From an optimization exercise on the open Yosys and OpenROAD flow, aimed at small area and a short achievable clock period; shortcuts taken in it are not production practice.
In this exercise RTL edits were held to simulation tests only and were not proved equivalent to the original.

==> design.v <==
module fp_add (
  input  [15:0] x,
  input  [15:0] y,
  input         ys,
  output [19:0] add_pre,
  output [19:0] fma_pre
);
  wire [5:0] e1 = x[14:9];
  wire [5:0] e2 = y[14:9];
  wire [8:0] m1 = x[8:0];
  wire [8:0] m2 = y[8:0];
  wire       s1 = x[15];
  wire       s2 = ys;
  wire [6:0] d12 = {1'b0, e1} - {1'b0, e2};
  wire       gt  = ~d12[6] & (d12[5:0] != 6'd0);    
  wire       eqe = (e1 == e2);
  wire [5:0] nsh = gt ? d12[5:0] : (6'd0 - d12[5:0]);
  wire       m_lt = (m1 < m2);
  wire       m_eq = (m1 == m2);
  wire       z   = (e1 == 6'd0) | (e2 == 6'd0);
  wire       same = (s1 == s2);
  wire       xbig = gt | (eqe & ~m_lt & ~z);
  wire [5:0] lexp = gt ? e1 : e2;
  wire [9:0] big  = xbig ? {1'b1, m1} : {1'b1, m2};
  wire [9:0] sml  = xbig ? {1'b1, m2} : {1'b1, m1};
  wire [9:0] smlsh = z ? 10'd0 : (sml >> nsh);
  wire       dosub = ~same & ~z;
  wire [10:0] sum = dosub ? ({1'b0, big} - {1'b0, smlsh}) : ({1'b0, big} + {1'b0, smlsh});
  reg [3:0] lsh;
  always @(*) begin
    casez (sum[9:0])
      10'b1?????????: lsh = 4'd0;
      10'b01????????: lsh = 4'd1;
      10'b001???????: lsh = 4'd2;
      10'b0001??????: lsh = 4'd3;
      10'b00001?????: lsh = 4'd4;
      10'b000001????: lsh = 4'd5;
      10'b0000001???: lsh = 4'd6;
      10'b00000001??: lsh = 4'd7;
      10'b000000001?: lsh = 4'd8;
      10'b0000000001: lsh = 4'd9;
      default:        lsh = 4'd0;
    endcase
  end
  wire [9:0] nrm = sum[10] ? sum[10:1] : (sum[9:0] << lsh);
  wire [5:0] fexp = sum[10] ? lexp + 6'd1 : lexp - {2'b0, lsh};
  wire sgn = same ? s1 : (~eqe ? (gt ? s1 : s2) : (m_eq ? 1'b0 : (m_lt ? s2 : s1)));
  wire add_inf  = (x == 16'hFFFF) | (y == 16'hFFFF);
  wire add_zero = (x == 16'h0000) & (y == 16'h0000);
  assign add_pre = add_inf ? 20'h0FFFF : add_zero ? 20'h0 : {sgn, fexp, 1'b0, nrm, 2'b00};
  wire ovf = (lexp == 6'd63) & sum[10];
  wire unf = (lexp >= 6'd1) & (lexp <= 6'd8) & ~sum[10] & ({2'b0, lsh} > lexp);
  wire [15:0] f16 = ovf ? (sgn ? 16'hFDFE : 16'h7DFE)
                  : unf ? (sgn ? 16'h8201 : 16'h0201)
                  : add_inf ? 16'hFFFF : add_zero ? 16'h0000 : {sgn, fexp, nrm[6:0], 2'b00};
  assign fma_pre = {4'b0, f16};
endmodule
module fp_mul (
  input  [15:0] a,
  input  [15:0] b,
  output [19:0] mul_pre,    
  output [15:0] fprod       
);
  wire [9:0] ma = {1'b1, a[8:0]};
  wire [9:0] mb = {1'b1, b[8:0]};
  wire       s  = a[15] ^ b[15];
  wire [6:0] esum = {1'b0, a[14:9]} + {1'b0, b[14:9]};
  wire [19:0] p = ma * mb;
  wire [5:0] e_temp = esum[5:0] - 6'd31;
  wire [5:0] exp = e_temp + {5'b0, p[19]};
  wire [12:0] mant = p[19] ? p[18:6] : p[17:5];
  reg        spec;
  reg [15:0] k;
  always @(*) begin
    spec = 1'b1;
    if (esum <= 7'd31)                    k = 16'h0000;
    else if (esum > 7'd94)                k = s ? 16'hFDFE : 16'h7DFE;
    else if (esum == 7'd94)               k = 16'hFFFF;
    else if (a == 16'hFFFF || b == 16'hFFFF) k = 16'hFFFF;
    else if (a == 16'h0000 || b == 16'h0000) k = 16'h0000;
    else begin spec = 1'b0; k = 16'h0000; end
  end
  assign mul_pre = spec ? {4'b0, k} : {s, exp, mant};
  assign fprod   = spec ? k : {s, exp, mant[12:4]};
endmodule
module fp_div (
  input  [15:0] a,
  input  [15:0] b,
  output reg [19:0] pre,
  output reg [4:0]  flags     
);
  wire [9:0] ma = {1'b1, a[8:0]};
  wire [9:0] mb = {1'b1, b[8:0]};
  wire s = a[15] ^ b[15];
  wire az = (a[14:0] == 15'd0);
  wire bz = (b[14:0] == 15'd0);
  wire ainf = (a[14:0] == 15'h7FFF);
  wire binf = (b[14:0] == 15'h7FFF);
  reg [15:0] q;
  reg [9:0]  r;
  reg [10:0] t, d;
  integer i;
  always @(*) begin
    q[15] = (ma >= mb);
    r = q[15] ? (ma - mb) : ma;
    for (i = 14; i >= 0; i = i - 1) begin
      t = {r, 1'b0};
      d = t - {1'b0, mb};
      q[i] = (t >= {1'b0, mb});
      r = q[i] ? d[9:0] : t[9:0];
    end
  end
  wire [5:0]  e_temp = a[14:9] - b[14:9] + 6'd31;
  wire [5:0]  exp  = e_temp + {5'b0, q[15]};
  wire [12:0] mant = q[15] ? q[14:2] : q[13:1];
  always @(*) begin
    flags = 5'b0;
    if (bz & az)        begin pre = {s, 15'h7FFF, 4'b0}; flags[4] = 1'b1; end
    else if (bz)        begin pre = {s, 15'h7FFF, 4'b0}; flags[0] = 1'b1; end
    else if (ainf)      begin pre = {s, 15'h7FFF, 4'b0}; flags[4] = binf; end
    else if (binf | az) begin pre = {s, 19'b0}; end
    else                begin pre = {s, exp, mant}; flags[3] = (q[3:0] != 4'b0); end
  end
endmodule
module fp_sqrt (
  input  [15:0] a,
  output reg [19:0] pre,
  output reg [4:0]  flags     
);
  wire [5:0]  e = a[14:9];
  wire [27:0] rad = e[0] ? {1'b0, 1'b1, a[8:0], 17'b0} : {1'b1, a[8:0], 18'b0};
  reg [13:0] root;
  reg [15:0] rem, trial;
  integer i;
  always @(*) begin
    root = 14'b0;
    rem  = 16'b0;
    for (i = 13; i >= 0; i = i - 1) begin
      rem = {rem[13:0], rad[2*i+1 -: 2]};
      trial = {root[13:0], 2'b01};
      if (rem >= trial) begin
        rem  = rem - trial;
        root = {root[12:0], 1'b1};
      end else begin
        root = {root[12:0], 1'b0};
      end
    end
  end
  wire [6:0] eo = ({1'b0, e} + 7'd31) >> 1;
  always @(*) begin
    flags = 5'b0;
    if (a == 16'h0000)      pre = 20'h00000;
    else if (a[15])         begin pre = 20'hFFFFF; flags[4] = 1'b1; end
    else if (e == 6'd0)     begin pre = 20'h00000; flags[1] = 1'b1; end
    else if (e == 6'd63)    pre = {a, 4'b0};
    else                    begin pre = {1'b0, eo[5:0], root[12:0]}; flags[3] = (rem != 16'b0); end
  end
endmodule
module fp_sign (
  input  [15:0] a,
  input  [15:0] b,
  input  [1:0]  op,
  output [15:0] out
);
  wire neg = (op == 2'b10);
  wire sgn = (op == 2'b11) ? a[15] : (op == 2'b00) ? ~a[15] : (op == 2'b01) ? (a[15] ^ b[15]) : ~a[15];
  assign out = {sgn, neg ? a[14:0] : b[14:0]};
endmodule
module fp_cmp (
  input  [15:0] a,
  input  [15:0] b,
  input  [1:0]  op,
  output [15:0] out
);
  wire mgt = (a[14:0] > b[14:0]);
  wire meq = (a[14:0] == b[14:0]);
  wire eq  = (a[15] == b[15]) & meq;
  wire gt  = (a[15] != b[15]) ? ~a[15] : (~meq & (mgt ^ a[15]));
  wire lt  = ~eq & ~gt;
  wire r = (op == 2'b11) ? lt : (op == 2'b00) ? eq : gt;
  assign out = {16{r}};
endmodule
module fp_i2f (
  input  [31:0] in_int,
  output [15:0] out
);
  wire sign = in_int[31];
  wire [31:0] ab = sign ? (32'd0 - in_int) : in_int;
  wire [31:0] n0 = ab;
  wire s4 = (n0[31:16] == 16'd0);
  wire [31:0] n1 = s4 ? {n0[15:0], 16'd0} : n0;
  wire s3 = (n1[31:24] == 8'd0);
  wire [31:0] n2 = s3 ? {n1[23:0], 8'd0} : n1;
  wire s2 = (n2[31:28] == 4'd0);
  wire [31:0] n3 = s2 ? {n2[27:0], 4'd0} : n2;
  wire s1 = (n3[31:30] == 2'd0);
  wire [31:0] n4 = s1 ? {n3[29:0], 2'd0} : n3;
  wire s0 = ~n4[31];
  wire [31:0] n5 = s0 ? {n4[30:0], 1'd0} : n4;
  wire [4:0] lz = {s4, s3, s2, s1, s0};
  wire intmin = ab[31];
  wire [5:0] ex = (ab == 32'd0) ? 6'd31 : 6'd62 - {1'b0, lz};
  assign out = intmin ? 16'hFF00 : {sign, ex, n5[30:22]};
endmodule
module fp_f2i (
  input  [15:0] a,
  output hi31,    
  output hi,      
  output lo       
);
  wire ez = (a[14:9] == 6'd0);
  wire pinf = (a[14:9] == 6'd63) & ~a[15];
  assign hi31 = ~ez & ~pinf;
  assign hi = pinf;
  assign lo = pinf;
endmodule
module fp_round (
  input  [19:0] in1,
  input         rn,
  output [15:0] out
);
  wire g = in1[3];
  wire r = in1[2];
  wire s = in1[1] | in1[0];
  wire inc = rn & g & (~(r ^ s) | in1[4]);
  assign out = {in1[19], in1[18:4] + {14'b0, inc}};
endmodule
module dlfloat16_fpu (
  input             clk,
  input             rst_n,
  input      [3:0]  op,
  input      [2:0]  rm,
  input      [31:0] op1,
  input      [15:0] op2,
  input      [15:0] op3,
  output     [31:0] result,
  output            invalid,
  output            inexact,
  output            overflow,
  output            underflow,
  output            div_by_zero
);
  localparam OP_ADD   = 4'd0;
  localparam OP_SUB   = 4'd1;
  localparam OP_MUL   = 4'd2;
  localparam OP_DIV   = 4'd3;
  localparam OP_SQRT  = 4'd4;
  localparam OP_FMA   = 4'd5;
  localparam OP_FMS   = 4'd6;
  localparam OP_SGNJ  = 4'd7;
  localparam OP_SGNJN = 4'd8;
  localparam OP_SGNJX = 4'd9;
  localparam OP_NEG   = 4'd10;
  localparam OP_FLT   = 4'd11;
  localparam OP_FEQ   = 4'd12;
  localparam OP_FGT   = 4'd13;
  localparam OP_F2I   = 4'd14;
  localparam OP_I2F   = 4'd15;
  reg [3:0]  q_op;
  reg        q_rn;
  reg [15:0] q_a, q_b, q_c;
  always @(posedge clk) begin
    q_op <= op;
    q_rn <= (rm == 3'd0);
    q_a  <= op1[15:0];
    q_b  <= op2;
    q_c  <= (op == OP_I2F) ? op1[31:16] : op3;
  end
  wire is_sub  = (q_op == OP_SUB);
  wire is_fma  = (q_op == OP_FMA) | (q_op == OP_FMS);
  wire is_fms  = (q_op == OP_FMS);
  wire [19:0] mul_pre;
  wire [15:0] fprod;
  fp_mul u_mul (.a(q_a), .b(q_b), .mul_pre(mul_pre), .fprod(fprod));
  wire [15:0] addend = {q_c[15] ^ is_fms, q_c[14:0]};
  wire [15:0] ax = is_fma ? fprod  : q_a;
  wire [15:0] ay = is_fma ? addend : q_b;
  wire        ys = is_fma ? addend[15] : (q_b[15] ^ is_sub);
  wire [19:0] add_pre, fma_pre;
  fp_add u_add (.x(ax), .y(ay), .ys(ys), .add_pre(add_pre), .fma_pre(fma_pre));
  wire [19:0] div_pre, sqrt_pre;
  wire [4:0]  div_flags, sqrt_flags;
  fp_div  u_div  (.a(q_a), .b(q_b), .pre(div_pre), .flags(div_flags));
  fp_sqrt u_sqrt (.a(q_a), .pre(sqrt_pre), .flags(sqrt_flags));
  reg [19:0] to_round;
  always @(*) begin
    case (q_op)
      OP_ADD, OP_SUB: to_round = add_pre;
      OP_MUL:         to_round = mul_pre;
      OP_DIV:         to_round = div_pre;
      OP_SQRT:        to_round = sqrt_pre;
      default:        to_round = fma_pre;
    endcase
  end
  wire [15:0] rounded;
  fp_round u_round (.in1(to_round), .rn(q_rn), .out(rounded));
  wire [15:0] sgn_out;
  fp_sign u_sign (.a(q_a), .b(q_b), .op(q_op[1:0]), .out(sgn_out));
  wire [15:0] cmp_out;
  fp_cmp u_cmp (.a(q_a), .b(q_b), .op(q_op[1:0]), .out(cmp_out));
  wire [15:0] i2f_out;
  fp_i2f u_i2f (.in_int({q_c, q_a}), .out(i2f_out));
  wire f2i_hi31, f2i_hi, f2i_lo;
  fp_f2i u_f2i (.a(q_a), .hi31(f2i_hi31), .hi(f2i_hi), .lo(f2i_lo));
  reg [15:0] res_lo;
  always @(*) begin
    case (q_op)
      OP_SGNJ, OP_SGNJN, OP_SGNJX, OP_NEG: res_lo = sgn_out;
      OP_FLT, OP_FEQ, OP_FGT:              res_lo = cmp_out;
      OP_F2I:                              res_lo = {16{f2i_lo}};
      OP_I2F:                              res_lo = i2f_out;
      default:                             res_lo = rounded;
    endcase
  end
  wire is_f2i  = (q_op == OP_F2I);
  wire is_div  = (q_op == OP_DIV);
  wire is_sqrt = (q_op == OP_SQRT);
  wire [4:0] flags = is_div ? div_flags : is_sqrt ? sqrt_flags : 5'b0;
  reg [15:0] r_lo;
  reg        r_31, r_hi;
  reg        r_inv, r_inx, r_unf, r_dbz;
  always @(posedge clk) begin
    if (!rst_n) begin
      r_lo <= 16'b0; r_31 <= 1'b0; r_hi <= 1'b0;
      r_inv <= 1'b0; r_inx <= 1'b0; r_unf <= 1'b0; r_dbz <= 1'b0;
    end else begin
      r_lo  <= res_lo;
      r_31  <= is_f2i & f2i_hi31;
      r_hi  <= is_f2i & f2i_hi;
      r_inv <= flags[4];
      r_inx <= flags[3];
      r_unf <= flags[1];
      r_dbz <= flags[0];
    end
  end
  assign result      = {r_31, {15{r_hi}}, r_lo};
  assign invalid     = r_inv;
  assign inexact     = r_inx;
  assign overflow    = 1'b0;    
  assign underflow   = r_unf;
  assign div_by_zero = r_dbz;
endmodule
==> run.sh <==
#!/bin/bash
# synth_recipe.tcl (not shown) runs the flow's synth.tcl, then flattens the netlist and writes it again
# the make line also repeats each setting of config.mk as NAME=value (left out here)
make -C /OpenROAD-flow-scripts/flow DESIGN_CONFIG=/design/flow/config.mk WORK_HOME=/design/flow/orfs CLKGATE_MAP_FILE= SYNTH_SCRIPT=/design/flow/synth_recipe.tcl finish
==> config.mk <==
export PLATFORM = sky130hd
export DESIGN_NAME = dlfloat16_fpu
export DESIGN_NICKNAME = dlfloat16_fpu
export VERILOG_FILES = /design/flow/design.v
export SDC_FILE = /design/flow/constraint.sdc
export NUM_CORES = 4
export LEC_CHECK = 0
export CAP_MARGIN = 20
export CORE_MARGIN = 2
export CORE_UTILIZATION = 40
export SLEW_MARGIN = 20
==> constraint.sdc <==
create_clock -name core_clock -period 200.0 [get_ports {clk}]
set_input_delay 40.0000 -clock core_clock [delete_from_list [all_inputs] [get_ports {clk}]]
set_output_delay 40.0000 -clock core_clock [all_outputs]
set_load 0.01 [all_outputs]
==> flow_metrics.tcl, run 1 <==
set metrics [dict create \
    synthTopCellsByArea "ha_1 (15%), a21oi_1 (5.9%), dfxtp_1 (5.4%)" \
    synth_top_area_share_pct 15.49 \
    path_class "reg2reg" \
    hold_depth 3 \
    core_area_um2 69660 \
    gp_congestion 1.030 \
    numClockSinks 75 \
    clock_path_buffers 2 \
    slew_headroom_pct 27.29 \
    area.sequential_um2 1503 \
    yosysTopAreaCell "ha_1" \
    cts_tree "yes" \
    critical_path_buf_inv_count 7 \
    ant_nets 0 \
    fin_crit_ps 43200 \
    nNetsFinal 4386 \
    grt_overflow_total 0 \
    crit_arrival_ps 43450 \
    finalHoldViolCount 0 \
    crit_path_end_kind "register" \
    max_freq_mhz 23.15 \
    cp-start-kind "register" \
    hpwl_um 78150 \
    period_share_pct 21.60 \
    cts-root-buf "clkbuf_16" \
    rsz0062_at_grt "false" \
    vias 29270 \
    slew_viol_final 0 \
    multi_input_area_um2 24980 \
    clk_pin_slew_ps 90 \
    whs_ps 781.5 \
    synth_area_um2 28020 \
    grt_pass1_vias 27554 \
    hp-start "q_rn" \
    diodes 0 \
    setup_viol 0 \
    synth_warnings 5 \
    htree_levels 3 \
    min_to "r_lo[0]" \
    path_max_fanout 20 \
    clock_latency_ps 410 \
    synth.distinct_cells 115 \
    ff2ff_path_depth 201 \
    status "timing/DRC/antenna clean" \
    synth_edf_count 0 \
    synthCells 3869 \
    pin_count 110 \
    post_cts_buffers 0 \
    die_w_um 268.7 \
    cts_resized 0 \
    holdCritPathClass "reg2reg" \
    placement.io_buffers 108 \
    slowest_delay_ps 830 \
    slowest_stage "a211oi_2" \
    clock-skew-final_ps 35.51 \
    grt_pass1_wl_um 154500 \
    finalSetupTns_ps 0 \
    initial_utilization_pct 40.23 \
    rr_startpoint "q_b[1]" \
    viasPerCell 6.049 \
    yosysMostFrequentCell "ha_1" \
    path_delay_family "compound AO/OA/AOI/OAI gates" \
    cts_hold_buf 0 \
    drcViolationCount 0 \
    drt-pass1-iter-count 6 \
    r2r_end "r_inx" \
    synth_commonest_cells "ha_1 (347), a21oi_1 (328), nor2_1 (326), nand2_1 (319), inv_1 (227)" \
    wl_per_cell_um 20.46 \
    grt_antenna_before_repair 3 \
    r2r_slack_ps 156800 \
    track_usage_pct 26.86 \
    synthArstFlopShare_pct 0 \
    cts_buffers 9 \
    ys_seq_area_share_pct 5.358 \
    drt_iter0_drc 2299 \
    grt_max_degree 40 \
    drive_above_1_share_pct 7.181 \
    max_cap_viol_count 0 \
    post-place-ws_ps 157370 \
    synth-seq-cells 75 \
    nFillCells 7274 \
    placementRows 97 \
    cp_data_required_time_ps 200250 \
    ys.flop_type "dfxtp_1" \
    setup_slack_ps 156800 \
    area_growth_pct 8.291 \
    fp.dieArea_um2 72190 \
    max_slew.worst_pin.slew_ps 1063 \
    syn_area_per_cell_um2 7.243 \
    dieHeight_um 268.7 \
    routed_wl_um 99020 \
    path_common_cell "a21o_1" \
]
[flip-flops by register name, indices dropped and copies added (netlist names), 4 cells and up]
name / count
q_a: 16
q_b: 16
q_c: 16
r_lo: 16
q_op: 4
[cell families (layout without fill, tap and decap cells)]
logic type | count (synthesis) | after routing | synth area share (%)
AOI/OAI and AO/OA | 1272 | 1272 | 30.59
other | 2 | 14 | 0.02680
DFF | 75 | 75 | 5.358
muxes | 198 | 198 | 7.635
xor gates and xnor gates | 246 | 246 | 7.742
and+or+nand+nor | 1256 | 1256 | 22.14
adders and majority gates | 419 | 419 | 20.64
buffers and inverters | 401 | 419 | 5.871
[per-layer routing]
metal  global-route usage (%)  wire length (µm)  vias to the layer above
li1                         -                 -                    14353
met1                    36.55             44910                    13756
met2                    44.01             44460                     1015
met3                    3.352              6633                      146
met4                    8.423              3022                        0
met5                        0                 0                        -
[through the flow]
stage / utilization, % / instances / area, µm²
final: 43.56 / 4839 / 30350
after floorplan: - / 3881 / 28070
after detailed placement: 43.08 / 4823 / 30010
after global placement: 43.08 / 4823 / 30010
after CTS: 43.54 / 4839 / 30330
after global routing: 43.56 / 4839 / 30350
[final cells by class]
class	instances	share of cell area, %
multi-input cells	3405	82.30
clock buffers	9	0.7421
flip-flops and latches	75	4.952
well taps	940	3.875
inverters	246	3.043
clock inverters	7	0.3092
repair buffers	157	4.774
[worst min-delay path, cell delays in order (launching register included)]
cell and delay [ps]:
dfxtp_1 350, o211a_1 180, nand4_1 100, o21ai_1 80
[placed cells by master (no fill, tap or decap), types with 38 or more instances in the layout]
cell             count
nor3_1             108
buf_4               49
a21o_1             145
xnor2_1            151
nor2_1             325
o21bai_1            38
and2_1              70
fa_1                72
ha_1               347
xor2_1              94
o211ai_1            44
a31oi_1             51
o31ai_1             38
nand4_1             66
dfxtp_1             74
inv_1              227
nand3_1             72
o21a_1              45
mux2i_1             96
a211oi_1            53
o21ai_0            217
clkdlybuf4s50_1    108
nand2b_1            53
a21oi_1            327
mux2_2              91
nand2_1            319
[worst max path at each step]
stage,start,to,slack (ps),depth (start not counted)
5_1_grt,q_b[1],r_inx,152900,206
3_3_place_gp,rst_n,r_inx,157980,6
4_1_cts,q_b[1],r_inx,157260,201
6_report,q_b[1],r_inx,156800,201
3_5_place_dp,q_b[1],r_inx,157370,201
2_1_floorplan,op[3],q_c[10],158930,3
==> run 2, diff against run 1 <==
--- a/config.mk
+++ b/config.mk
@@ -5,7 +5,8 @@
 export SDC_FILE = /design/flow/constraint.sdc
 export NUM_CORES = 4
 export LEC_CHECK = 0
+export ABC_AREA = 1
 export CAP_MARGIN = 20
 export CORE_MARGIN = 2
-export CORE_UTILIZATION = 40
+export CORE_UTILIZATION = 60
 export SLEW_MARGIN = 20
==> flow_metrics.tcl, run 2 <==
set metrics [dict create \
    status "timing/DRC/antenna clean" \
    clk_pin_slew_ps 60 \
    slew_viol_final 0 \
    synth_commonest_cells "nand2_1 (1090), inv_1 (644), o21ai_0 (354), ha_1 (347)" \
    clock_latency_ps 370 \
    cts_tree "yes" \
    diodes 0 \
    path_max_fanout 15 \
    nFillCells 4370 \
    slowest_stage "clkdlybuf4s50_1" \
    dieHeight_um 215.5 \
    die_w_um 215.5 \
    fp.dieArea_um2 46420 \
    r2r_slack_ps 160100 \
    synth_edf_count 0 \
    holdCritPathClass "reg2reg" \
    post_cts_buffers 0 \
    cp_data_required_time_ps 160000 \
    cts_buffers 9 \
    synthArstFlopShare_pct 0 \
    post-place-ws_ps 158440 \
    finalHoldViolCount 0 \
    synthTopCellsByArea "ha_1 (16%), nand2_1 (15%), inv_1 (9.0%)" \
    cts_hold_buf 0 \
    path_delay_family "buffers and inverters" \
    most-common-layout-cells "nand2_1 (1090), inv_1 (644), o21ai_0 (354)" \
    syn_area_per_cell_um2 6.037 \
    viasPerCell 5.772 \
    hpwl_um 68650 \
    track_usage_pct 36.49 \
    synthCells 4444 \
    placementRows 77 \
    placed_cells 5071 \
    cp-start-kind "register" \
    clock-skew-final_ps 9.711 \
    grt_max_degree 39 \
    setup_slack_ps 158450 \
    drive_above_1_share_pct 4.761 \
    fin_cells 5087 \
    initial_utilization_pct 60.67 \
    fin_crit_ps 41550 \
    yosysMostFrequentCell "nand2_1" \
    grt_overflow_total 0 \
    numClockSinks 75 \
    synth_warnings 5 \
    wl_per_cell_um 16.79 \
    gp_congestion 1.029 \
    synth_top_area_share_pct 16.18 \
    drt_iter0_drc 2828 \
    critical_path_buf_inv_count 1 \
    max_freq_mhz 24.07 \
    area_growth_pct 6.823 \
    finalSetupTns_ps 0 \
    placement.io_buffers 108 \
    drt-pass1-iter-count 7 \
    core_area_um2 44220 \
    rsz0062_at_grt "false" \
    whs_ps 839.7 \
    clock_path_buffers 2 \
    max_slew.worst_pin.slew_ps 935.2 \
    grt_antenna_before_repair 0 \
    ys.flop_type "dfxtp_1" \
    period_share_pct 20.78 \
    cts-root-buf "clkbuf_16" \
    crit_arrival_ps 1550 \
    layout_commonest_cell "nand2_1" \
    routed_wl_um 85430 \
    slowest_delay_ps 630 \
    ant_nets 0 \
    synth.distinct_cells 70 \
    pin_count 110 \
    grt_pass1_vias 27339 \
    crit_path_end_kind "primary output" \
    drcViolationCount 0 \
    crit_path_cell_trace "clkdlybuf4s50_1" \
    nNetsFinal 4982 \
    vias 29361 \
    setup_viol 0 \
    ys_seq_area_share_pct 5.596 \
    synth_area_um2 26830 \
    cts_resized 0 \
    grt_pass1_wl_um 139400 \
    slew_headroom_pct 37.65 \
    max_cap_viol_count 0 \
    htree_levels 3 \
    synth-seq-cells 75 \
    yosysTopAreaCell "ha_1" \
    path_class "reg2out" \
]
-- run 2: logic make-up after synthesis --
logic type	Yosys count	synth area share (%)
buf+inv	802	11.82
compound gates	903	19.27
simple gates	1970	32.64
xor+xnor	251	8.194
other cells	2	0.02799
mux	22	0.8954
flops	75	5.596
fa+ha+maj	419	21.56
-- run 2: worst register-to-register path, delay by kind of cell (launching register included) --
kind                       cells  cell delay (ps)
AOI/OAI and AO/OA            130            19610
adders and majority gates     16             6070
buffers and inverters         23             5970
DFF                            1              830
and+or+nand+nor               57             7250
-- run 2: path summary, 6_finish.rpt --
kind / startpoint / endpoint / cells after the start
max: r_hi / result[29] / 1
min: q_op[3] / r_31 / 4
max reg2reg: q_b[2] / r_inx / 226
min reg2reg: q_op[3] / r_31 / 4
-- run 2: per-layer routing --
| layer | global-route usage, % | vias to the layer above | share of wire (%) |
|---|---|---|---|
| met5 | 0 | - | 0 |
| met4 | 10.18 | 0 | 2.9 |
| met3 | 5.553 | 156 | 9.2 |
| met2 | 60.32 | 1193 | 44 |
| met1 | 49.30 | 13237 | 44 |
| li1 | - | 14775 | - |
-- run 2: final cells by class --
cell class              count  area (µm²)  share of cell area [%]
clock buffers               9       225.2                  0.7859
clock inverters             7       80.08                  0.2794
multi-input cells        3579       22200                   77.47
repair buffers            144        1351                   4.715
flip-flops and latches     75        1501                   5.239
well taps                 592       740.7                   2.585
inverters                 681        2557                   8.924
-- run 2: metrics by stage --
step / instance area, µm² / util (%)
global route: 28660 / 64.81
CTS: 28660 / 64.80
global placement: 28350 / 64.11
finish: 28660 / 64.81
floorplan: 26870 / -
detailed placement: 28350 / 64.11
==> run 3, diff against run 2 <==
--- a/design.v
+++ b/design.v
@@ -1,3 +1,21 @@
+module rc_add #(parameter W = 8) (
+  input  [W-1:0] a,
+  input  [W-1:0] b,
+  input          ci,
+  output [W-1:0] s,
+  output         co
+);
+  wire [W:0] c;
+  assign c[0] = ci;
+  genvar i;
+  generate
+    for (i = 0; i < W; i = i + 1) begin : bc
+      assign s[i]   = a[i] ^ b[i] ^ c[i];
+      assign c[i+1] = (a[i] & b[i]) | (c[i] & (a[i] ^ b[i]));
+    end
+  endgenerate
+  assign co = c[W];
+endmodule
 module fp_add (
   input  [15:0] x,
   input  [15:0] y,
@@ -11,21 +29,35 @@
   wire [8:0] m2 = y[8:0];
   wire       s1 = x[15];
   wire       s2 = ys;
-  wire [6:0] d12 = {1'b0, e1} - {1'b0, e2};
-  wire       gt  = ~d12[6] & (d12[5:0] != 6'd0);    
-  wire       eqe = (e1 == e2);
-  wire [5:0] nsh = gt ? d12[5:0] : (6'd0 - d12[5:0]);
-  wire       m_lt = (m1 < m2);
-  wire       m_eq = (m1 == m2);
-  wire       z   = (e1 == 6'd0) | (e2 == 6'd0);
+  wire [5:0] u;
+  wire       gt;
+  rc_add #(6) u_ediff (.a(e1), .b(~e2), .ci(1'b0), .s(u), .co(gt));
+  wire       eqe = &u;
+  wire       m_lt, m_eq;
+  wire [8:0] mdif;
+  wire       mge;
+  rc_add #(9) u_mcmp (.a(m1), .b(~m2), .ci(1'b1), .s(mdif), .co(mge));
+  assign m_lt = ~mge;
+  assign m_eq = (m1 == m2);
+  wire       z    = (e1 == 6'd0) | (e2 == 6'd0);
   wire       same = (s1 == s2);
-  wire       xbig = gt | (eqe & ~m_lt & ~z);
+  wire       xbig = gt | (eqe & mge & ~z);
   wire [5:0] lexp = gt ? e1 : e2;
-  wire [9:0] big  = xbig ? {1'b1, m1} : {1'b1, m2};
-  wire [9:0] sml  = xbig ? {1'b1, m2} : {1'b1, m1};
-  wire [9:0] smlsh = z ? 10'd0 : (sml >> nsh);
+  wire [8:0] bigm = xbig ? m1 : m2;
+  wire [9:0] smlp = gt ? {2'b01, m2[8:1]} : {1'b1, (xbig ? m2 : m1)};
+  wire [5:0] amt  = gt ? u : ~u;
+  wire       far  = (amt[5:4] != 2'b00) | (amt[3] & (amt[2] | amt[1]));
+  wire [9:0] sh1  = amt[0] ? {1'b0, smlp[9:1]} : smlp;
+  wire [9:0] sh2  = amt[1] ? {2'b0, sh1[9:2]} : sh1;
+  wire [9:0] sh4  = amt[2] ? {4'b0, sh2[9:4]} : sh2;
+  wire [9:0] sh8  = amt[3] ? {8'b0, sh4[9:8]} : sh4;
+  wire [9:0] smlsh = (z | far) ? 10'd0 : sh8;
   wire       dosub = ~same & ~z;
-  wire [10:0] sum = dosub ? ({1'b0, big} - {1'b0, smlsh}) : ({1'b0, big} + {1'b0, smlsh});
+  wire [9:0] sum_l;
+  wire       sum_c;
+  rc_add #(10) u_add (.a({1'b1, bigm}), .b(smlsh ^ {10{dosub}}), .ci(dosub), .s(sum_l), .co(sum_c));
+  wire       sum10 = sum_c & ~dosub;
+  wire [10:0] sum = {sum10, sum_l};
   reg [3:0] lsh;
   always @(*) begin
     casez (sum[9:0])
@@ -42,14 +74,21 @@
       default:        lsh = 4'd0;
     endcase
   end
-  wire [9:0] nrm = sum[10] ? sum[10:1] : (sum[9:0] << lsh);
-  wire [5:0] fexp = sum[10] ? lexp + 6'd1 : lexp - {2'b0, lsh};
-  wire sgn = same ? s1 : (~eqe ? (gt ? s1 : s2) : (m_eq ? 1'b0 : (m_lt ? s2 : s1)));
-  wire add_inf  = (x == 16'hFFFF) | (y == 16'hFFFF);
-  wire add_zero = (x == 16'h0000) & (y == 16'h0000);
+  wire [3:0] lshe = sum10 ? 4'd0 : lsh;
+  wire [9:0] n0 = sum10 ? sum[10:1] : sum[9:0];
+  wire [9:0] n1 = lshe[0] ? {n0[8:0], 1'b0} : n0;
+  wire [9:0] n2 = lshe[1] ? {n1[7:0], 2'b0} : n1;
+  wire [9:0] n3 = lshe[2] ? {n2[5:0], 4'b0} : n2;
+  wire [9:0] nrm = lshe[3] ? {n3[1:0], 8'b0} : n3;
+  wire [5:0] fexp;
+  wire       fexp_c;
+  rc_add #(6) u_fexp (.a(lexp), .b(sum10 ? 6'd0 : ~{2'b0, lsh}), .ci(1'b1), .s(fexp), .co(fexp_c));
+  wire sgn = same ? s1 : (eqe & m_eq) ? 1'b0 : (gt | (eqe & mge)) ? s1 : s2;
+  wire add_inf  = (&x) | (&y);
+  wire add_zero = ~(|x) & ~(|y);
   assign add_pre = add_inf ? 20'h0FFFF : add_zero ? 20'h0 : {sgn, fexp, 1'b0, nrm, 2'b00};
-  wire ovf = (lexp == 6'd63) & sum[10];
-  wire unf = (lexp >= 6'd1) & (lexp <= 6'd8) & ~sum[10] & ({2'b0, lsh} > lexp);
+  wire ovf = (lexp == 6'd63) & sum10;
+  wire unf = (lexp >= 6'd1) & (lexp <= 6'd8) & ~sum10 & ({2'b0, lsh} > lexp);
   wire [15:0] f16 = ovf ? (sgn ? 16'hFDFE : 16'h7DFE)
                   : unf ? (sgn ? 16'h8201 : 16'h0201)
                   : add_inf ? 16'hFFFF : add_zero ? 16'h0000 : {sgn, fexp, nrm[6:0], 2'b00};
@@ -65,23 +104,44 @@
   wire [9:0] mb = {1'b1, b[8:0]};
   wire       s  = a[15] ^ b[15];
   wire [6:0] esum = {1'b0, a[14:9]} + {1'b0, b[14:9]};
-  wire [19:0] p = ma * mb;
-  wire [5:0] e_temp = esum[5:0] - 6'd31;
-  wire [5:0] exp = e_temp + {5'b0, p[19]};
+  wire [9:0]  acc [0:9];
+  wire [9:0]  cy;
+  wire [19:0] p;
+  assign acc[0] = ma & {10{mb[0]}};
+  assign cy[0]  = 1'b0;
+  assign p[0]   = acc[0][0];
+  genvar j, k;
+  generate
+    for (j = 1; j < 10; j = j + 1) begin : row
+      wire [9:0]  x = {cy[j-1], acc[j-1][9:1]};
+      wire [9:0]  y = ma & {10{mb[j]}};
+      wire [10:0] c;
+      assign c[0] = 1'b0;
+      for (k = 0; k < 10; k = k + 1) begin : bc
+        assign acc[j][k] = x[k] ^ y[k] ^ c[k];
+        assign c[k+1]    = (x[k] & y[k]) | (c[k] & (x[k] ^ y[k]));
+      end
+      assign cy[j] = c[10];
+      assign p[j]  = acc[j][0];
+    end
+  endgenerate
+  assign p[19:10] = {cy[9], acc[9][9:1]};
+  wire [5:0]  e_temp = esum[5:0] - 6'd31;
+  wire [5:0]  exp = e_temp + {5'b0, p[19]};
   wire [12:0] mant = p[19] ? p[18:6] : p[17:5];
   reg        spec;
-  reg [15:0] k;
+  reg [15:0] kc;
   always @(*) begin
     spec = 1'b1;
-    if (esum <= 7'd31)                    k = 16'h0000;
-    else if (esum > 7'd94)                k = s ? 16'hFDFE : 16'h7DFE;
-    else if (esum == 7'd94)               k = 16'hFFFF;
-    else if (a == 16'hFFFF || b == 16'hFFFF) k = 16'hFFFF;
-    else if (a == 16'h0000 || b == 16'h0000) k = 16'h0000;
-    else begin spec = 1'b0; k = 16'h0000; end
+    if (esum <= 7'd31)                       kc = 16'h0000;
+    else if (esum > 7'd94)                   kc = s ? 16'hFDFE : 16'h7DFE;
+    else if (esum == 7'd94)                  kc = 16'hFFFF;
+    else if (a == 16'hFFFF || b == 16'hFFFF) kc = 16'hFFFF;
+    else if (a == 16'h0000 || b == 16'h0000) kc = 16'h0000;
+    else begin spec = 1'b0; kc = 16'h0000; end
   end
-  assign mul_pre = spec ? {4'b0, k} : {s, exp, mant};
-  assign fprod   = spec ? k : {s, exp, mant[12:4]};
+  assign mul_pre = spec ? {4'b0, kc} : {s, exp, mant};
+  assign fprod   = spec ? kc : {s, exp, mant[12:4]};
 endmodule
 module fp_div (
   input  [15:0] a,
@@ -122,30 +182,70 @@
     else                begin pre = {s, exp, mant}; flags[3] = (q[3:0] != 4'b0); end
   end
 endmodule
+module sub_w #(parameter W = 4, parameter FAST = 1) (input [W-1:0] a, input [W-1:0] b, input ci, output [W-1:0] d, output ok);
+  generate if (FAST) begin : f
+    wire [W:0] t = {1'b0, a} + {1'b0, ~b} + {{W{1'b0}}, ci};
+    assign d = t[W-1:0];
+    assign ok = t[W];
+  end else begin : r
+    wire [W:0] c;
+    wire [W-1:0] nb = ~b;
+    assign c[0] = ci;
+    genvar i;
+    for (i = 0; i < W; i = i + 1) begin : bc
+      assign d[i] = a[i] ^ nb[i] ^ c[i];
+      assign c[i+1] = (a[i] & nb[i]) | (c[i] & (a[i] ^ nb[i]));
+    end
+    assign ok = c[W];
+  end endgenerate
+endmodule
+module sq_core #(parameter FASTMASK = 13'h1F00) (input [9:0] i, output [13:0] o);
+  wire odd = i[9];
+  wire [8:0] m = i[8:0];
+  wire [1:0] pr [0:12];
+  assign pr[12] = odd ? m[8:7] : m[7:6];
+  assign pr[11] = odd ? m[6:5] : m[5:4];
+  assign pr[10] = odd ? m[4:3] : m[3:2];
+  assign pr[9]  = odd ? m[2:1] : m[1:0];
+  assign pr[8]  = {odd & m[0], 1'b0};
+  wire [13:0] rt;
+  assign rt[13] = 1'b1;
+  wire [15:0] rem [0:13];
+  assign rem[13] = {14'd0, ~odd & m[8], ~odd & ~m[8]};
+  genvar k;
+  generate
+    for (k = 12; k >= 0; k = k - 1) begin : row
+      localparam NB = 13 - k;           
+      wire [NB-1:0] root = rt[13 -: NB];
+      wire [NB:0]   rp = rem[k+1][NB:0];
+      if (k >= 8) begin : d
+        wire [NB+2:0] rin = {rp, pr[k]};
+        wire [NB+2:0] dif;
+        wire q;
+        sub_w #(NB+3, FASTMASK[k]) s(.a(rin), .b({1'b0, root, 2'b01}), .ci(1'b1), .d(dif), .ok(q));
+        assign rt[k] = q;
+        wire [NB+1:0] nr = q ? dif[NB+1:0] : rin[NB+1:0];
+        assign rem[k] = {{(16-NB-2){1'b0}}, nr};
+      end else begin : z
+        wire [NB:0] dif;
+        wire q;
+        sub_w #(NB+1, FASTMASK[k]) s(.a(rp), .b({1'b0, root}), .ci(1'b0), .d(dif), .ok(q));
+        assign rt[k] = q;
+        wire [NB+1:0] nr = q ? {dif[NB-1:0], 2'b11} : {rp, 2'b00};
+        assign rem[k] = {{(16-NB-2){1'b0}}, nr};
+      end
+    end
+  endgenerate
+  assign o = {rt[0] | (rem[1] != 16'd0), rt[12:0]};
+endmodule
 module fp_sqrt (
   input  [15:0] a,
   output reg [19:0] pre,
   output reg [4:0]  flags     
 );
   wire [5:0]  e = a[14:9];
-  wire [27:0] rad = e[0] ? {1'b0, 1'b1, a[8:0], 17'b0} : {1'b1, a[8:0], 18'b0};
-  reg [13:0] root;
-  reg [15:0] rem, trial;
-  integer i;
-  always @(*) begin
-    root = 14'b0;
-    rem  = 16'b0;
-    for (i = 13; i >= 0; i = i - 1) begin
-      rem = {rem[13:0], rad[2*i+1 -: 2]};
-      trial = {root[13:0], 2'b01};
-      if (rem >= trial) begin
-        rem  = rem - trial;
-        root = {root[12:0], 1'b1};
-      end else begin
-        root = {root[12:0], 1'b0};
-      end
-    end
-  end
+  wire [13:0] sq;
+  sq_core u_core (.i({e[0], a[8:0]}), .o(sq));
   wire [6:0] eo = ({1'b0, e} + 7'd31) >> 1;
   always @(*) begin
     flags = 5'b0;
@@ -153,7 +253,7 @@
     else if (a[15])         begin pre = 20'hFFFFF; flags[4] = 1'b1; end
     else if (e == 6'd0)     begin pre = 20'h00000; flags[1] = 1'b1; end
     else if (e == 6'd63)    pre = {a, 4'b0};
-    else                    begin pre = {1'b0, eo[5:0], root[12:0]}; flags[3] = (rem != 16'b0); end
+    else                    begin pre = {1'b0, eo[5:0], sq[12:0]}; flags[3] = sq[13]; end
   end
 endmodule
 module fp_sign (
==> flow_metrics.tcl, run 3 <==
set metrics [dict create \
    most-common-layout-cells "nand2_1 (894), inv_1 (519), o21ai_0 (255)" \
    period_share_pct 20.77 \
    drt-pass1-iter-count 8 \
    viasPerCell 6.039 \
    setup_viol 0 \
    post_cts_buffers 0 \
    synthAdderAreaFrac_pct 24.82 \
    cts_resized 0 \
    ant_nets 0 \
    pin_count 110 \
    multi_input_area_um2 18380 \
    slowest_delay_ps 620 \
    nFillCells 3383 \
    clock-skew-final_ps 3.637 \
    cts_tree "yes" \
    synth.distinct_cells 70 \
    numClockSinks 75 \
    grt_pass1_wl_um 122100 \
    vias 24572 \
    slew_headroom_pct 14.84 \
    cts-root-buf "clkbuf_16" \
    drcViolationCount 0 \
    initial_utilization_pct 61.10 \
    synth_commonest_cells "nand2_1 (894), inv_1 (519), o21ai_0 (255), ha_1 (225), nor2_1 (207)" \
    path_depth 1 \
    path_max_fanout 15 \
    grt_max_degree 48 \
    status "timing/DRC/antenna clean" \
    nNetsFinal 4031 \
    dieHeight_um 197.6 \
    path_delay_family "buffers and inverters" \
    grt_overflow_total 0 \
    cts_buffers 9 \
    ys_seq_area_share_pct 6.680 \
    max_slew.worst_pin.slew_ps 1245 \
    critical_path_buf_inv_count 1 \
    wl_per_cell_um 18.88 \
    slowest_stage "clkdlybuf4s50_1" \
    synth-xor-area-share_pct 7.131 \
    routed_wl_um 76820 \
    whs_ps 813.3 \
    holdCritPathClass "reg2reg" \
    die_w_um 197.6 \
    grt_pass1_vias 23631 \
    max_cap_viol_count 0 \
    synthCells 3556 \
    drive_above_1_share_pct 5.611 \
    synth-seq-cells 75 \
    clock_latency_ps 360 \
    crit_path_end_kind "primary output" \
    fin_crit_ps 41540 \
    area.sequential_um2 1501 \
    post-place-ws_ps 157950 \
    ys.flop_type "dfxtp_1" \
    layout_commonest_cell "nand2_1" \
    finalHoldViolCount 0 \
    crit_arrival_ps 1540 \
    synth_edf_count 0 \
    hold_depth 4 \
    synth_compound_area_share_pct 17.79 \
    synthSimpleGateAreaFrac_pct 30.63 \
    placementRows 70 \
    yosysMostFrequentCell "nand2_1" \
    htree_levels 3 \
    area_growth_pct 7.460 \
    gp_congestion 1.111 \
    cp_data_required_time_ps 160000 \
    placed_cells 4052 \
    max_freq_mhz 24.07 \
    hpwl_um 62530 \
    core_area_um2 36790 \
    clk_pin_slew_ps 60 \
    synth_top_family_by_area "simple AND/OR/NAND/NOR gates" \
    finalSetupTns_ps 0 \
    clock_path_buffers 2 \
    placement.io_buffers 108 \
    syn_area_per_cell_um2 6.321 \
    track_usage_pct 39.49 \
    setup_slack_ps 158460 \
    crit_path_cell_trace "clkdlybuf4s50_1" \
    synthArstFlopShare_pct 0 \
    yosysTopAreaCell "nand2_1" \
    cts_hold_buf 0 \
    path_class "reg2out" \
    rsz0062_at_grt "false" \
    synth.area.mux_share_pct 1.381 \
    drt_iter0_drc 2394 \
    synth_area_um2 22480 \
    slew_viol_final 0 \
    synth_top_area_share_pct 14.93 \
    cp-start-kind "register" \
    grt_antenna_before_repair 1 \
    ff2ff_path_depth 221 \
    fp.dieArea_um2 39030 \
    synthTopCellsByArea "nand2_1 (15%), ha_1 (13%), fa_1 (12%)" \
    synth_warnings 6 \
    fin_cells 4069 \
]
[run 3: path summary, 6_finish.rpt]
kind                              start    endpoint  slack [ps]
worst min-delay path            q_op[3]        r_31         810
worst min register to register  q_op[3]        r_31         810
worst max register to register   q_a[0]       r_inx      162400
worst max-delay path               r_hi  result[27]      158460
[run 3: per-stage QoR]
step / cell area, µm² / util (%)
5_1_grt: 24150 / 65.65
4_1_cts: 24150 / 65.64
2_1_floorplan: 22480 / -
6_report: 24150 / 65.66
3_5_place_dp: 23830 / 64.78
3_3_place_gp: 23830 / 64.78
[run 3: final cells by class]
type	count	area share, %
repair buffers	139	5.439
clock buffers	11	0.9635
diodes	1	0.01036
flip-flops and latches	75	6.216
clock inverters	5	0.3523
multi-input cells	2824	76.11
inverters	546	8.485
well taps	468	2.424
[run 3: kinds of logic (layout without fill, tap and decap cells)]
| family | Yosys count | count (layout) |
|---|---|---|
| AOI/OAI and AO/OA | 688 | 688 |
| DFF | 75 | 75 |
| muxes | 29 | 29 |
| adders and majority gates | 363 | 363 |
| other | 1 | 2 |
| xor gates and xnor gates | 183 | 183 |
| and+or+nand+nor | 1560 | 1560 |
| buffers and inverters | 657 | 701 |
[run 3: layer usage]
metal / global-route usage (%) / share of wire, %
met5: 0 / 0
met4: 15.07 / 4.0
met3: 8.844 / 10
met2: 64.98 / 45
met1: 50.42 / 41
==> run 4, diff against run 3 <==
--- a/design.v
+++ b/design.v
@@ -21,7 +21,9 @@
   input  [15:0] y,
   input         ys,
   output [19:0] add_pre,
-  output [19:0] fma_pre
+  output [19:0] fma_pre,
+  output        mag_gt,     
+  output        mag_eq      
 );
   wire [5:0] e1 = x[14:9];
   wire [5:0] e2 = y[14:9];
@@ -39,6 +41,8 @@
   rc_add #(9) u_mcmp (.a(m1), .b(~m2), .ci(1'b1), .s(mdif), .co(mge));
   assign m_lt = ~mge;
   assign m_eq = (m1 == m2);
+  assign mag_gt = gt | (eqe & mge & ~m_eq);
+  assign mag_eq = eqe & m_eq;
   wire       z    = (e1 == 6'd0) | (e2 == 6'd0);
   wire       same = (s1 == s2);
   wire       xbig = gt | (eqe & mge & ~z);
@@ -267,15 +271,15 @@
   assign out = {sgn, neg ? a[14:0] : b[14:0]};
 endmodule
 module fp_cmp (
-  input  [15:0] a,
-  input  [15:0] b,
+  input         sa,
+  input         sb,
+  input         mgt,
+  input         meq,
   input  [1:0]  op,
   output [15:0] out
 );
-  wire mgt = (a[14:0] > b[14:0]);
-  wire meq = (a[14:0] == b[14:0]);
-  wire eq  = (a[15] == b[15]) & meq;
-  wire gt  = (a[15] != b[15]) ? ~a[15] : (~meq & (mgt ^ a[15]));
+  wire eq  = (sa == sb) & meq;
+  wire gt  = (sa != sb) ? ~sa : (~meq & (mgt ^ sa));
   wire lt  = ~eq & ~gt;
   wire r = (op == 2'b11) ? lt : (op == 2'b00) ? eq : gt;
   assign out = {16{r}};
@@ -285,22 +289,28 @@
   output [15:0] out
 );
   wire sign = in_int[31];
-  wire [31:0] ab = sign ? (32'd0 - in_int) : in_int;
-  wire [31:0] n0 = ab;
-  wire s4 = (n0[31:16] == 16'd0);
-  wire [31:0] n1 = s4 ? {n0[15:0], 16'd0} : n0;
-  wire s3 = (n1[31:24] == 8'd0);
+  wire [31:0] low;    
+  wire [31:0] ab;
+  assign low[0] = 1'b0;
+  genvar i;
+  generate
+    for (i = 1; i < 32; i = i + 1) begin : lo
+      assign low[i] = low[i-1] | in_int[i-1];
+    end
+  endgenerate
+  assign ab = in_int ^ ({32{sign}} & low);
+  wire s4 = ~|ab[31:16];
+  wire [31:0] n1 = s4 ? {ab[15:0], 16'd0} : ab;
+  wire s3 = ~|n1[31:24];
   wire [31:0] n2 = s3 ? {n1[23:0], 8'd0} : n1;
-  wire s2 = (n2[31:28] == 4'd0);
+  wire s2 = ~|n2[31:28];
   wire [31:0] n3 = s2 ? {n2[27:0], 4'd0} : n2;
-  wire s1 = (n3[31:30] == 2'd0);
+  wire s1 = ~|n3[31:30];
   wire [31:0] n4 = s1 ? {n3[29:0], 2'd0} : n3;
   wire s0 = ~n4[31];
   wire [31:0] n5 = s0 ? {n4[30:0], 1'd0} : n4;
-  wire [4:0] lz = {s4, s3, s2, s1, s0};
-  wire intmin = ab[31];
-  wire [5:0] ex = (ab == 32'd0) ? 6'd31 : 6'd62 - {1'b0, lz};
-  assign out = intmin ? 16'hFF00 : {sign, ex, n5[30:22]};
+  wire [5:0] ex = 6'd62 - {1'b0, s4, s3, s2, s1, s0};
+  assign out = ab[31] ? 16'hFF00 : {sign, ex, n5[30:22]};
 endmodule
 module fp_f2i (
   input  [15:0] a,
@@ -377,7 +387,8 @@
   wire [15:0] ay = is_fma ? addend : q_b;
   wire        ys = is_fma ? addend[15] : (q_b[15] ^ is_sub);
   wire [19:0] add_pre, fma_pre;
-  fp_add u_add (.x(ax), .y(ay), .ys(ys), .add_pre(add_pre), .fma_pre(fma_pre));
+  wire mag_gt, mag_eq;
+  fp_add u_add (.x(ax), .y(ay), .ys(ys), .add_pre(add_pre), .fma_pre(fma_pre), .mag_gt(mag_gt), .mag_eq(mag_eq));
   wire [19:0] div_pre, sqrt_pre;
   wire [4:0]  div_flags, sqrt_flags;
   fp_div  u_div  (.a(q_a), .b(q_b), .pre(div_pre), .flags(div_flags));
@@ -397,7 +408,7 @@
   wire [15:0] sgn_out;
   fp_sign u_sign (.a(q_a), .b(q_b), .op(q_op[1:0]), .out(sgn_out));
   wire [15:0] cmp_out;
-  fp_cmp u_cmp (.a(q_a), .b(q_b), .op(q_op[1:0]), .out(cmp_out));
+  fp_cmp u_cmp (.sa(q_a[15]), .sb(q_b[15]), .mgt(mag_gt), .meq(mag_eq), .op(q_op[1:0]), .out(cmp_out));
   wire [15:0] i2f_out;
   fp_i2f u_i2f (.in_int({q_c, q_a}), .out(i2f_out));
   wire f2i_hi31, f2i_hi, f2i_lo;
==> flow/run.sh (new file) <==
#!/bin/bash
# Own flow: the standard layout (standard.sh, all steps), with one change in synthesis:
# ABC maps the logic with flow/area.abc, an area-oriented script, instead of ORFS's script.
# Everything else (Yosys passes, flattening, renaming, registers, floorplan to routing) is
# the standard flow's own.
set -euo pipefail
W="$(cd "$(dirname "${BASH_SOURCE[0]}")/.." && pwd)"
cd "$W"
{
  head -n 1 synth_recipe.tcl
  echo "proc abc {args} { set i [lsearch \$args -script]; lset args [expr {\$i + 1}] {$W/flow/area.abc}; yosys abc {*}\$args }"
  tail -n +2 synth_recipe.tcl
} > own_synth.tcl
sed "s#SYNTH_SCRIPT=[^ ]*#SYNTH_SCRIPT=$W/own_synth.tcl#" standard.sh > own_standard.sh
grep -q "SYNTH_SCRIPT=$W/own_synth.tcl" own_standard.sh
bash own_standard.sh > own_flow.log 2>&1
==> flow/area.abc (new file) <==
strash
dch
map -a
topo
stime -c
dnsize -c
==> standard.sh (new file) <==
#!/bin/bash
# synth_recipe.tcl (not shown) runs the flow's synth.tcl, then flattens the netlist and writes it again
# the make line also repeats each setting of config.mk as NAME=value (left out here)
make -C /OpenROAD-flow-scripts/flow DESIGN_CONFIG=/design/flow/config.mk WORK_HOME=/design/flow/orfs CLKGATE_MAP_FILE= SYNTH_SCRIPT=/design/flow/synth_recipe.tcl "${@:-finish}"
--- a/config.mk
+++ b/config.mk
@@ -5,7 +5,6 @@
 export SDC_FILE = /design/flow/constraint.sdc
 export NUM_CORES = 4
 export LEC_CHECK = 0
-export ABC_AREA = 1
 export CAP_MARGIN = 20
 export CORE_MARGIN = 2
 export CORE_UTILIZATION = 60
removed: run.sh
==> flow_metrics.tcl, run 4 <==
set metrics [dict create \
    clk_pin_slew_ps 70 \
    nFillCells 2935 \
    gp_congestion 1.096 \
    slew_headroom_pct 26.64 \
    htree_levels 3 \
    synth_top_area_share_pct 13.94 \
    placement.io_buffers 108 \
    grt_max_degree 39 \
    cts_buffers 9 \
    fin_crit_ps 41770 \
    numClockSinks 75 \
    nNetsFinal 3617 \
    synthArstFlopShare_pct 0 \
    placed_cells 3616 \
    placementRows 66 \
    period_share_pct 20.89 \
    whs_ps 723.1 \
    drt-pass1-iter-count 8 \
    cts_resized 0 \
    drive_above_1_share_pct 3.322 \
    dieHeight_um 186.2 \
    initial_utilization_pct 61.08 \
    crit_path_end_kind "register" \
    synth_edf_count 0 \
    synth.distinct_cells 48 \
    yosysTopAreaCell "ha_1" \
    setup_slack_ps 158230 \
    grt_pass1_wl_um 111300 \
    cts-root-buf "clkbuf_16" \
    syn_area_per_cell_um2 6.545 \
    path_delay_family "buffers and inverters" \
    cts_hold_buf 0 \
    clock_latency_ps 400 \
    grt_overflow_total 0 \
    wl_per_cell_um 19.35 \
    synth_warnings 6 \
    setup_viol 0 \
    layout_commonest_cell "nor2_1" \
    max_freq_mhz 23.94 \
    synth-seq-cells 75 \
    crit_path_cell_trace "clkdlybuf4s50_1 > clkinv_1 > nor4_1" \
    max_cap_viol_count 0 \
    post_cts_buffers 0 \
    ys_seq_area_share_pct 7.536 \
    clock-skew-final_ps 27.51 \
    fin_cells 3633 \
    grt_antenna_before_repair 1 \
    diodes 0 \
    vias 22575 \
    finalHoldViolCount 0 \
    cp-start-kind "primary input" \
    post-place-ws_ps 157960 \
    yosysMostFrequentCell "nor2_1" \
    grt_pass1_vias 21389 \
    slowest_delay_ps 790 \
    path_class "in2reg" \
    holdCritPathClass "reg2reg" \
    clock_path_buffers 2 \
    rsz0062_at_grt "false" \
    track_usage_pct 41.07 \
    slowest_stage "clkinv_1" \
    synth_area_um2 19920 \
    ys.flop_type "dfxtp_1" \
    most-common-layout-cells "nor2_1 (506), nand2_1 (470), clkinv_1 (382)" \
    synthCells 3044 \
    cp_data_required_time_ps 200270 \
    status "timing/DRC/antenna clean" \
    die_w_um 186.2 \
    routed_wl_um 70320 \
    slew_viol_final 0 \
    core_area_um2 32620 \
    pin_count 110 \
    viasPerCell 6.214 \
    drcViolationCount 0 \
    synth_commonest_cells "nor2_1 (507), nand2_1 (470), clkinv_1 (382), a21oi_1 (314), o21ai_0 (263)" \
    critical_path_buf_inv_count 2 \
    area_growth_pct 10.60 \
    cts_tree "yes" \
    path_max_fanout 19 \
    crit_arrival_ps 42040 \
    ant_nets 0 \
    max_slew.worst_pin.slew_ps 1090 \
    finalSetupTns_ps 0 \
    hpwl_um 55840 \
    fp.dieArea_um2 34680 \
    synthTopCellsByArea "ha_1 (14%), fa_1 (14%), nor2_1 (9.6%)" \
    drt_iter0_drc 2132 \
]
==> run 4: changes by cell type after synthesis, moves of 111 or more <==
cell	change
nand2_1	-424
clkinv_1	+374
nor2_1	+300
a21oi_1	+126
inv_1	-519
nand3_1	-111
==> run 4: path summary, 6_finish.rpt <==
path	startpoint	end	slack [ps]	cells after the start
worst max-delay path	rst_n	r_unf	158230	3
worst min-delay path	q_b[5]	r_lo[5]	720	2
worst max register to register	q_b[3]	r_inx	158290	274
worst min register to register	q_b[5]	r_lo[5]	720	2
==> run 4: logic make-up (layout without fill, tap and decap cells) <==
group / Yosys count / after routing / share of synthesized area (%)
other cells: 1 / 1 / 0.01882
buf+inv: 399 / 546 / 7.837
fa+ha+maj: 358 / 358 / 27.61
mux: 30 / 30 / 1.608
flops: 75 / 75 / 7.536
simple gates: 1221 / 1221 / 25.23
xor+xnor: 172 / 172 / 7.561
compound gates: 788 / 788 / 22.60
==> run 4: final cells by class <==
cell class / count / area [µm²] / share of cell area, %
Inverter: 382 / 1434 / 6.507
Clock buffer: 9 / 225.2 / 1.022
Multi-Input combinational cell: 2570 / 16870 / 76.57
Clock inverter: 7 / 65.06 / 0.2953
Timing Repair Buffer: 148 / 1385 / 6.286
Tap cell: 442 / 553.0 / 2.510
Sequential cell: 75 / 1501 / 6.814
==> run 4: through the flow <==
step                      instance area [µm²]  utilization, %
after floorplan                         19920               -
after global placement                  21730           66.61
after detailed placement                21730           66.61
after CTS                               22020           67.50
after global routing                    22040           67.56
final                                   22040           67.56
==> run 4: tightest hold or removal path, stage by stage, from the launching register on <==
cell     delay (ps)
dfxtp_1         380
o21ai_0         200
a31oi_1          90
==> run 4: routing by layer <==
layer | up-vias | share of wire (%) | track usage, %
li1 | 10679 | - | -
met5 | - | 0 | 0
met4 | 0 | 3.7 | 15.50
met1 | 10435 | 41 | 53.22
met2 | 1230 | 43 | 65.37
met3 | 231 | 12 | 11.16
==> run 5, diff against run 4 <==
--- a/design.v
+++ b/design.v
@@ -160,30 +160,33 @@
   wire bz = (b[14:0] == 15'd0);
   wire ainf = (a[14:0] == 15'h7FFF);
   wire binf = (b[14:0] == 15'h7FFF);
-  reg [15:0] q;
-  reg [9:0]  r;
-  reg [10:0] t, d;
-  integer i;
-  always @(*) begin
-    q[15] = (ma >= mb);
-    r = q[15] ? (ma - mb) : ma;
-    for (i = 14; i >= 0; i = i - 1) begin
-      t = {r, 1'b0};
-      d = t - {1'b0, mb};
-      q[i] = (t >= {1'b0, mb});
-      r = q[i] ? d[9:0] : t[9:0];
+  wire [15:3] q;
+  wire [9:0]  r [3:15];
+  wire [10:0] d15 = {1'b0, ma} - {1'b0, mb};
+  assign q[15] = ~d15[10];
+  assign r[15] = q[15] ? d15[9:0] : ma;
+  genvar i;
+  generate
+    for (i = 14; i >= 3; i = i - 1) begin : row
+      wire [10:0] t = {r[i+1], 1'b0};
+      wire [11:0] dif = {1'b0, t} - {2'b0, mb};
+      assign q[i] = ~dif[11];
+      assign r[i] = q[i] ? dif[9:0] : t[9:0];
     end
-  end
+  endgenerate
+  wire st_hi = ({r[4], 2'b00} >= {2'b00, mb});
+  wire st_lo = ({r[3], 2'b00} >= {2'b00, mb});
+  wire nz4   = ({r[4], 4'b0000} >= {4'b0000, mb});
   wire [5:0]  e_temp = a[14:9] - b[14:9] + 6'd31;
   wire [5:0]  exp  = e_temp + {5'b0, q[15]};
-  wire [12:0] mant = q[15] ? q[14:2] : q[13:1];
+  wire [12:0] mant = q[15] ? {q[14:4], st_hi, 1'b0} : {q[13:3], st_lo, 1'b0};
   always @(*) begin
     flags = 5'b0;
     if (bz & az)        begin pre = {s, 15'h7FFF, 4'b0}; flags[4] = 1'b1; end
     else if (bz)        begin pre = {s, 15'h7FFF, 4'b0}; flags[0] = 1'b1; end
     else if (ainf)      begin pre = {s, 15'h7FFF, 4'b0}; flags[4] = binf; end
     else if (binf | az) begin pre = {s, 19'b0}; end
-    else                begin pre = {s, exp, mant}; flags[3] = (q[3:0] != 4'b0); end
+    else                begin pre = {s, exp, mant}; flags[3] = nz4; end
   end
 endmodule
 module sub_w #(parameter W = 4, parameter FAST = 1) (input [W-1:0] a, input [W-1:0] b, input ci, output [W-1:0] d, output ok);
@@ -374,7 +377,7 @@
     q_rn <= (rm == 3'd0);
     q_a  <= op1[15:0];
     q_b  <= op2;
-    q_c  <= (op == OP_I2F) ? op1[31:16] : op3;
+    q_c  <= op[3] ? op1[31:16] : op3;    
   end
   wire is_sub  = (q_op == OP_SUB);
   wire is_fma  = (q_op == OP_FMA) | (q_op == OP_FMS);
==> flow/area.abc (replaced) <==
strash
ifraig
scorr
dc2
strash
dch -f
map -a
topo
stime -c
dnsize -c
==> flow_metrics.tcl, run 5 <==
set metrics [dict create \
    status "timing/DRC/antenna clean" \
    routed_wl_um 67910 \
    die_w_um 180.7 \
    numClockSinks 75 \
    most-common-layout-cells "nand2_1 (460), nor2_1 (417), clkinv_1 (370)" \
    ys_seq_area_share_pct 8.016 \
    crit_arrival_ps 1570 \
    finalHoldViolCount 0 \
    finalSetupTns_ps 0 \
    drcViolationCount 0 \
    critical_path_buf_inv_count 1 \
    yosysMostFrequentCell "nand2_1" \
    synthTopCellsByArea "fa_1 (15%), ha_1 (14%), nand2_1 (9.2%)" \
    track_usage_pct 41.05 \
    period_share_pct 20.79 \
    synth_area_um2 18730 \
    synth_warnings 6 \
    crit_path_end_kind "primary output" \
    synth_commonest_cells "nand2_1 (460), nor2_1 (417), clkinv_1 (370), a21oi_1 (329), o21ai_0 (296)" \
    drt_iter0_drc 2134 \
    setup_slack_ps 158430 \
    slew_viol_final 0 \
    dieHeight_um 180.7 \
    vias 21025 \
    max_cap_viol_count 0 \
    grt_pass1_wl_um 106600 \
    cp_data_required_time_ps 160000 \
    nNetsFinal 3403 \
    cp-start-kind "register" \
    post-place-ws_ps 158240 \
    synth-seq-cells 75 \
    viasPerCell 6.217 \
    synth.distinct_cells 50 \
    max_slew.worst_pin.slew_ps 1163 \
    rsz0062_at_grt "false" \
    placement.io_buffers 108 \
    nFillCells 2730 \
    ys.flop_type "dfxtp_1" \
    layout_commonest_cell "nand2_1" \
    htree_levels 3 \
    placementRows 64 \
    grt_use_met2_pct 66.31 \
    drive_above_1_share_pct 3.352 \
    gp_congestion 1.035 \
    slowest_stage "clkdlybuf4s50_1" \
    path_delay_family "buffers and inverters" \
    ant_nets 0 \
    pin_count 110 \
    final_util_pct 67.79 \
    synthCells 2836 \
    cts-root-buf "clkbuf_16" \
    hpwl_um 54000 \
    grt.met3_usage_pct 8.448 \
    area_growth_pct 11.00 \
    cts_resized 0 \
    drt-pass1-iter-count 6 \
    clock_path_buffers 2 \
    synth_edf_count 0 \
    yosysTopAreaCell "fa_1" \
    clock-skew-final_ps 20.49 \
    setup_viol 0 \
    cts_buffers 9 \
    grt_use_met1_pct 52.11 \
    cts_tree "yes" \
    grt_antenna_before_repair 0 \
    synthArstFlopShare_pct 0 \
    fin_crit_ps 41570 \
    path_max_fanout 15 \
    max_freq_mhz 24.05 \
    fp.dieArea_um2 32650 \
    crit_path_cell_trace "clkdlybuf4s50_1" \
    clk_pin_slew_ps 80 \
    slowest_delay_ps 630 \
    initial_utilization_pct 61.07 \
    grt_overflow_total 0 \
    grt_pass1_vias 20140 \
    path_class "reg2out" \
    synth_top_area_share_pct 14.54 \
    grt_max_degree 48 \
    slew_headroom_pct 21.66 \
    core_area_um2 30670 \
    post_cts_buffers 0 \
    wl_per_cell_um 20.08 \
    syn_area_per_cell_um2 6.605 \
    clock_latency_ps 390 \
    grt.busiest_layer "met2" \
    holdCritPathClass "reg2reg" \
    cts_hold_buf 0 \
]
run 5: path summary, 6_finish.rpt:
check	start	cells after the start	endpoint	slack [ps]
max	r_hi	1	result[30]	158430
min	q_op[2]	4	r_31	730
max reg2reg	q_b[1]	188	r_lo[0]	163210
min reg2reg	q_op[2]	4	r_31	730
run 5: logic make-up (layout without fill, tap and decap cells):
logic type                 count (synthesis)  count (layout)  synth area share, %
and+or+nand+nor                         1047            1047                22.79
xor gates and xnor gates                 156             156                7.295
AOI/OAI and AO/OA                        787             787                23.06
buffers and inverters                    388             535                8.116
DFF                                       75              75                8.016
adders and majority gates                352             352                28.96
other                                      1               4              0.02002
muxes                                     30              30                1.737
run 5: metal layers:
layer	routed length, µm	vias up
li1	-	9887
met1	26640	9743
met2	30610	1143
met3	7183	252
met4	3478	0
met5	0	-
run 5: final cells by class:
class | instances | area [µm²] | share of cell area [%]
antenna | 3 | 7.507 | 0.03611
sequential | 75 | 1501 | 7.222
timing repair buffer | 149 | 1389 | 6.680
tap | 396 | 495.5 | 2.383
clock inverter | 7 | 75.07 | 0.3611
inverter | 370 | 1389 | 6.680
clock buffer | 9 | 225.2 | 1.083
multi-input combinational | 2373 | 15710 | 75.56
run 5: metrics by stage:
stage | area, µm² | cells | hold slack [ps]
after CTS | 20780 | 3379 | 715.5
after detailed placement | 20480 | 3363 | 727.9
after global routing | 20780 | 3379 | 746.4
final | 20790 | 3382 | 725.7
after floorplan | 18730 | 2836 | 564.6
after global placement | 20480 | 3363 | 726.7

port drivers added, routing unchanged:
How much do the figures lean on ideal ports? The routed layouts below were timed once more, with nothing changed but the port constraints. Step 1, drivers: a clkbuf_16 drives clk and a buf_2 each remaining input, both assumed. Step 2 adds t to the input delays and takes it off the output delays; t is the mean of the earliest and latest rising clock arrival at the registers after step 1. Input paths then give back, and output paths get back, about the clock's delay inside the block. a / b / c = no drivers / after step 1 / after step 2; a / b = the first two.
| run | t (ns) | setup slack, ns | worst setup path after step 2 | worst slew at a driven data input, ns | cell pins on the clock port's net |
|---|---|---|---|---|---|
| run 1 | 0.451 | 156.799 / 156.799 / 156.799 | register to register | 0.05 | 1 |
| run 2 | 0.414 | 158.449 / 158.399 / 158.391 | input to register | 0.06 | 1 |
| run 3 | 0.413 | 158.462 / 158.410 / 158.247 | input to register | 0.06 | 1 |
| run 4 | 0.436 | 158.230 / 158.254 / 157.818 | input to register | 0.05 | 1 |
| run 5 | 0.422 | 158.425 / 158.381 / 158.152 | input to register | 0.05 | 1 |
After both steps setup and hold are still met in every run listed. The setup slack of run 4, which loses most, moves by +0.024 ns with the drivers and by -0.412 ns with both steps.
